This design comes from an exercise in tuning for small area on the open sky130 flow, not from production work.
Function was checked by simulation only, so behaviour that the tests miss may differ from the original.
Power and IR drop assume default switching activity.

==> flow/design.v <==
module tc_pcie_block_align_gen1_2_80bit
(
input          rxclk_i,
input          reset_n_i,
input  [79:0]  rxdata_pma_i,
input          blockalign_enable_i,
output [79:0]  aligned_rxdata_o,
output         rxdata_valid_o
);
localparam logic [9:0] TC_PCIE_COM = 10'h1bc;
logic [79:0] p_r, a_r, b_r, c_r, d_r;
logic        en1_r, en2_r;
always @(posedge rxclk_i) begin
   p_r   <= rxdata_pma_i;
   a_r   <= p_r;
   b_r   <= a_r;
   c_r   <= b_r;
   d_r   <= c_r;
   en1_r <= blockalign_enable_i;
   en2_r <= en1_r;
end
logic [4:0] vld_r;
wire        vc = vld_r[3];
wire        vd = vld_r[4];
wire [159:0] win = {c_r, d_r};
wire         nvd = ~vd;
genvar i;
logic [87:0] nq;              
generate
   for (i = 2; i < 87; i = i + 1) begin : PAIR
      ba_nand2 u (.a(win[i]), .b(win[i+1]), .y(nq[i]));
   end
endgenerate
assign nq[1:0] = 2'b11;
assign nq[87]  = 1'b1;
wire det78, det79;
ba_det_hi u_hi (.w(win[88:78]), .vc(vc), .vd(vd), .det78(det78), .det79(det79));
logic [8:0] g_nc0, g_nc1, g_nc2, g_nd1, g_nd2, g_any;
generate
   for (i = 0; i < 8; i = i + 1) begin : GRP
      ba_grp u (.w(win[9*i +: 18]), .nq(nq[9*i+2 +: 14]),
                .nc0(g_nc0[i]), .nc1(g_nc1[i]), .nc2(g_nc2[i]), .nd1(g_nd1[i]), .nd2(g_nd2[i]));
      ba_a31oi ua (.a1(g_nc0[i]), .a2(g_nc1[i]), .a3(g_nc2[i]), .b1(nvd), .y(g_any[i]));
   end
endgenerate
ba_grp8 u_g8 (.w(win[72 +: 15]), .nq(nq[74 +: 11]), .nvd(nvd), .det78(det78), .det79(det79),
              .nc0(g_nc0[8]), .nc1(g_nc1[8]), .nc2(g_nc2[8]), .nd1(g_nd1[8]), .nd2(g_nd2[8]));
ba_nand3  u8a (.a(g_nc0[8]), .b(g_nc1[8]), .c(g_nc2[8]), .y(g_any[8]));
wire       found;
wire [7:0] ofs_new;
ba_prio u_prio (.g_any(g_any), .g_nc1(g_nc1), .g_nc2(g_nc2), .g_nd1(g_nd1), .g_nd2(g_nd2),
                .found(found), .ofs(ofs_new));
logic [7:0] ofs_r;
logic       valid_r;
always @(posedge rxclk_i or negedge reset_n_i) begin
   if (~reset_n_i) begin
      vld_r   <= 5'b0;
      ofs_r   <= 8'b0;
      valid_r <= 1'b0;
   end else begin
      vld_r   <= {vld_r[3:0], 1'b1};
      if (found)
         ofs_r <= ofs_new;
      valid_r <= rxdata_valid_o;
   end
end
assign rxdata_valid_o = valid_r | (found & en2_r);
wire sa1 = ofs_r[6], sa2 = ofs_r[7], sa0 = ~(sa1 | sa2);
wire sb1 = ofs_r[4], sb2 = ofs_r[5], sb0 = ~(sb1 | sb2);
wire sc1 = ofs_r[2] & vd, sc2 = ofs_r[3] & vd, sc0 = ~(ofs_r[2] | ofs_r[3]) & vd;
wire sd1 = ofs_r[0], sd2 = ofs_r[1], sd0 = ~(sd1 | sd2);
wire [213:0] w0 = {55'b0, win[158:0]};
logic [105:0] s1n;
logic [87:0]  s2;
logic [81:0]  s3n;
logic [79:0]  s4;
generate
   for (i = 0; i < 106; i = i + 1) begin : ST1
      ba_aoi222 u (.s0(sa0), .s1(sa1), .s2(sa2), .x0(w0[i]), .x1(w0[i+27]), .x2(w0[i+54]), .y(s1n[i]));
   end
   for (i = 0; i < 88; i = i + 1) begin : ST2
      ba_aoi222 u (.s0(sb0), .s1(sb1), .s2(sb2), .x0(s1n[i]), .x1(s1n[i+9]), .x2(s1n[i+18]), .y(s2[i]));
   end
   for (i = 0; i < 82; i = i + 1) begin : ST3
      ba_aoi222 u (.s0(sc0), .s1(sc1), .s2(sc2), .x0(s2[i]), .x1(s2[i+3]), .x2(s2[i+6]), .y(s3n[i]));
   end
   for (i = 0; i < 80; i = i + 1) begin : ST4
      ba_aoi222 u (.s0(sd0), .s1(sd1), .s2(sd2), .x0(s3n[i]), .x1(s3n[i+1]), .x2(s3n[i+2]), .y(s4[i]));
   end
endgenerate
assign aligned_rxdata_o = s4;
endmodule
module ba_aoi222 (
input  s0, s1, s2,
input  x0, x1, x2,
output y
);
assign y = ~((s0 & x0) | (s1 & x1) | (s2 & x2));
endmodule
module ba_nand2 (input a, b, output y);
assign y = ~(a & b);
endmodule
module ba_nand3 (input a, b, c, output y);
assign y = ~(a & b & c);
endmodule
module ba_nor2 (input a, b, output y);
assign y = ~(a | b);
endmodule
module ba_nor3 (input a, b, c, output y);
assign y = ~(a | b | c);
endmodule
module ba_nor4 (input a, b, c, d, output y);
assign y = ~(a | b | c | d);
endmodule
module ba_aoi22 (input a1, a2, b1, b2, output y);
assign y = ~((a1 & a2) | (b1 & b2));
endmodule
module ba_aoi221 (input a1, a2, b1, b2, c1, output y);
assign y = ~((a1 & a2) | (b1 & b2) | c1);
endmodule
module ba_a31oi (input a1, a2, a3, b1, output y);
assign y = ~((a1 & a2 & a3) | b1);
endmodule
module ba_det_hi (
input  [10:0] w,
input         vc, vd,
output        det78, det79
);
localparam logic [9:0] COM = 10'h1bc;
assign det78 = vc & (w[9:2] == COM[9:2]) & ~(vd & (w[0] | w[1]));
assign det79 = vc & (w[10:2] == COM[9:1]) & ~(vd & w[1]);
endmodule
module ba_prio (
input  [8:0] g_any,
input  [8:0] g_nc1, g_nc2, g_nd1, g_nd2,
output       found,
output [7:0] ofs         
);
logic [8:0] nb;
assign nb[0] = 1'b1;
genvar i;
generate
   for (i = 1; i < 9; i = i + 1) begin : NB
      assign nb[i] = nb[i-1] & ~g_any[i-1];
   end
endgenerate
wire [8:0] first = g_any & nb;
assign found = |g_any;
assign ofs[7] = |first[8:6];
assign ofs[6] = |first[5:3];
assign ofs[5] = first[2] | first[5] | first[8];
assign ofs[4] = first[1] | first[4] | first[7];
assign ofs[3] = |(first & ~g_nc2);
assign ofs[2] = |(first & ~g_nc1);
assign ofs[1] = |(first & ~g_nd2);
assign ofs[0] = |(first & ~g_nd1);
endmodule
module ba_grp (
input  [17:0] w,
input  [13:0] nq,
output        nc0, nc1, nc2, nd1, nd2
);
wire [8:0] m;
genvar o;
generate
   for (o = 0; o < 9; o = o + 1) begin : O
      assign m[o] = ~(w[o] | w[o+1] | w[o+6] | w[o+9]) & ~(nq[o] | nq[o+2] | nq[o+5]);
   end
endgenerate
assign nc0 = ~(m[0] | m[1] | m[2]);
assign nc1 = ~(m[3] | m[4] | m[5]);
assign nc2 = ~(m[6] | m[7] | m[8]);
assign nd1 = ~(m[1] | m[4] | m[7]);
assign nd2 = ~(m[2] | m[5] | m[8]);
endmodule
module ba_grp8 (
input  [14:0] w,
input  [10:0] nq,
input         nvd, det78, det79,
output        nc0, nc1, nc2, nd1, nd2
);
wire [7:0] m;
genvar o;
generate
   for (o = 0; o < 6; o = o + 1) begin : O
      assign m[o] = ~(w[o] | w[o+1] | w[o+6] | w[o+9]) & ~(nq[o] | nq[o+2] | nq[o+5] | nvd);
   end
endgenerate
assign m[6] = det78;
assign m[7] = det79;
assign nc0 = ~(m[0] | m[1] | m[2]);
assign nc1 = ~(m[3] | m[4] | m[5]);
assign nc2 = ~(m[6] | m[7]);
assign nd1 = ~(m[1] | m[4] | m[7]);
assign nd2 = ~(m[2] | m[5]);
endmodule
==> flow/config.mk <==
export PLATFORM = sky130hd
export DESIGN_NAME = tc_pcie_block_align_gen1_2_80bit
export DESIGN_NICKNAME = tc_pcie_block_align_gen1_2_80bit
export VERILOG_FILES = /design/flow/design.v
export SDC_FILE = /design/flow/constraint.sdc
export NUM_CORES = 4
export LEC_CHECK = 0
export CAP_MARGIN = 20
export CELL_PAD_IN_SITES_DETAIL_PLACEMENT = 1
export CELL_PAD_IN_SITES_GLOBAL_PLACEMENT = 1
export CORE_MARGIN = 2
export CORE_UTILIZATION = 40
export SLEW_MARGIN = 20
export SYNTH_HIERARCHICAL = 1
==> flow/constraint.sdc <==
create_clock -name core_clock -period 5.0 [get_ports {rxclk_i}]
set_input_delay 1.0000 -clock core_clock [delete_from_list [all_inputs] [get_ports {rxclk_i}]]
set_output_delay 1.0000 -clock core_clock [all_outputs]
set_load 0.01 [all_outputs]
standard.sh (not shown) runs the stock make flow with config.mk's settings and CLKGATE_MAP_FILE= SYNTH_SCRIPT=/design/flow/synth_recipe.tcl, a recipe that flattens the netlist after the stock synthesis.
==> flow/flow/run.sh <==
#!/bin/bash
export BUFFER_PORTS_ARGS="-buffer_cell sky130_fd_sc_hd__buf_1"
export CTS_ARGS="-sink_clustering_enable -repair_clock_nets -dont_use_dummy_load -sink_clustering_size 30 -sink_clustering_max_diameter 60 -buf_list {sky130_fd_sc_hd__clkbuf_8 sky130_fd_sc_hd__clkbuf_16}"
bash standard.sh > standard.log 2>&1
Edit:
==> flow/flow/run.sh (replaced) <==
#!/bin/bash
set -e
export BUFFER_PORTS_ARGS="-buffer_cell sky130_fd_sc_hd__buf_1"
export CTS_ARGS="-sink_clustering_enable -repair_clock_nets -dont_use_dummy_load -sink_clustering_size 30 -sink_clustering_max_diameter 60 -buf_list {sky130_fd_sc_hd__clkbuf_8 sky130_fd_sc_hd__clkbuf_16}"
bash standard.sh synth > synth.log 2>&1
N=orfs/results/sky130hd/tc_pcie_block_align_gen1_2_80bit/base/1_2_yosys.v
python3 flow/downsize.py "$N" "$FLOW_HOME/platforms/sky130hd/lib/sky130_fd_sc_hd__tt_025C_1v80.lib" > downsize.log 2>&1
touch "$N"
bash standard.sh > standard.log 2>&1
==> flow/flow/downsize.py (new file) <==
#!/usr/bin/env python3
# Set every combinational gate of the synthesized netlist to its smallest
# drive strength (X_2, X_4, ... -> X_1). Flip-flops, latches, clock cells and
# tie cells are left as synthesis made them. The placer's and CTS's repair
# steps size up again whatever timing, slew or capacitance needs.
import re, sys
path, lib = sys.argv[1], sys.argv[2]
cells = set(re.findall(r'cell\s*\(\s*"?(sky130_fd_sc_hd__\w+)"?\s*\)', open(lib).read()))
keep = re.compile(r'sky130_fd_sc_hd__(df|dl|sdf|sdl|edf|sedf|clk|conb|tap|fill|decap|lpflow|probe)')
txt = open(path).read()
count = {}
def sub(m):
    name = m.group(1)
    if keep.match(name):
        return m.group(0)
    mm = re.match(r'(sky130_fd_sc_hd__\w+?)_(\d+)$', name)
    if not mm or mm.group(2) in ('0', '1'):
        return m.group(0)
    small = mm.group(1) + '_1'
    if small not in cells:
        return m.group(0)
    count[name] = count.get(name, 0) + 1
    return small + m.group(2)
txt = re.sub(r'\b(sky130_fd_sc_hd__\w+)(\s+[\\\w$.\[\]:/]+\s*\()', sub, txt)
open(path, 'w').write(txt)
for k, v in sorted(count.items()):
    print(f'{k}: {v}')
What happened: Clock-buffer cell count came out lower by 1. Final cell count came out higher by 0.75%. Synthesized area came out lower by 2.7%. Worst setup slack is better by 19 ps. Design area came out lower by 1.9%. Die area came out lower by 2.7%. Worst hold slack is worse by 4.0 ps.
Edit:
--- a/flow/config.mk
+++ b/flow/config.mk
@@ -11,4 +11,5 @@
 export CORE_MARGIN = 2
 export CORE_UTILIZATION = 40
+export GPL_TIMING_DRIVEN = 0
 export SLEW_MARGIN = 20
 export SYNTH_HIERARCHICAL = 1
Result: Total power is lower by 1.5%. Wire length drops by 6.3%. Global-route usage is lower by 2.4 points. Count of clock-buffer cells in the layout went down by 2. Flip-flop and latch count stays the same. Cell area stays flat. Sequential power is about the same. Final cell count went down by 1.6%. Critical path depth decreases by 3.

==> what the ideal ports hide <==
No port has a modelled driver above. Below, the same layouts with a new extraction and two added sets of constraints.
Step 1 (the two cells are an assumption about what drives the block):
set clk [get_ports {rxclk_i}]
set_driving_cell -lib_cell sky130_fd_sc_hd__clkbuf_16 $clk
set_driving_cell -lib_cell sky130_fd_sc_hd__buf_2 [delete_from_list [all_inputs] $clk]
Step 2 times the ports against the registers' clock, not the clock port: input delays grow and output delays shrink by t, the midpoint of the rising clock arrivals with the driver on.
Slacks: ideal ports / drivers / drivers and shift; pairs: ideal ports / drivers.
run | t (ns) | setup slack, ns | worst setup path after step 2 | worst register clock-pin slew, ns | worst data-port slew with drivers (ns)
the first run | 0.637 | 0.252 / 0.192 / 0.829 | register to output | 0.10 / 0.10 | 0.05
the second run | 0.622 | 0.271 / 0.210 / 0.832 | register to output | 0.10 / 0.10 | 0.05
the third run | 0.606 | 0.094 / 0.041 / 0.647 | register to output | 0.10 / 0.10 | 0.05
After both steps setup and hold are still met in every run listed.
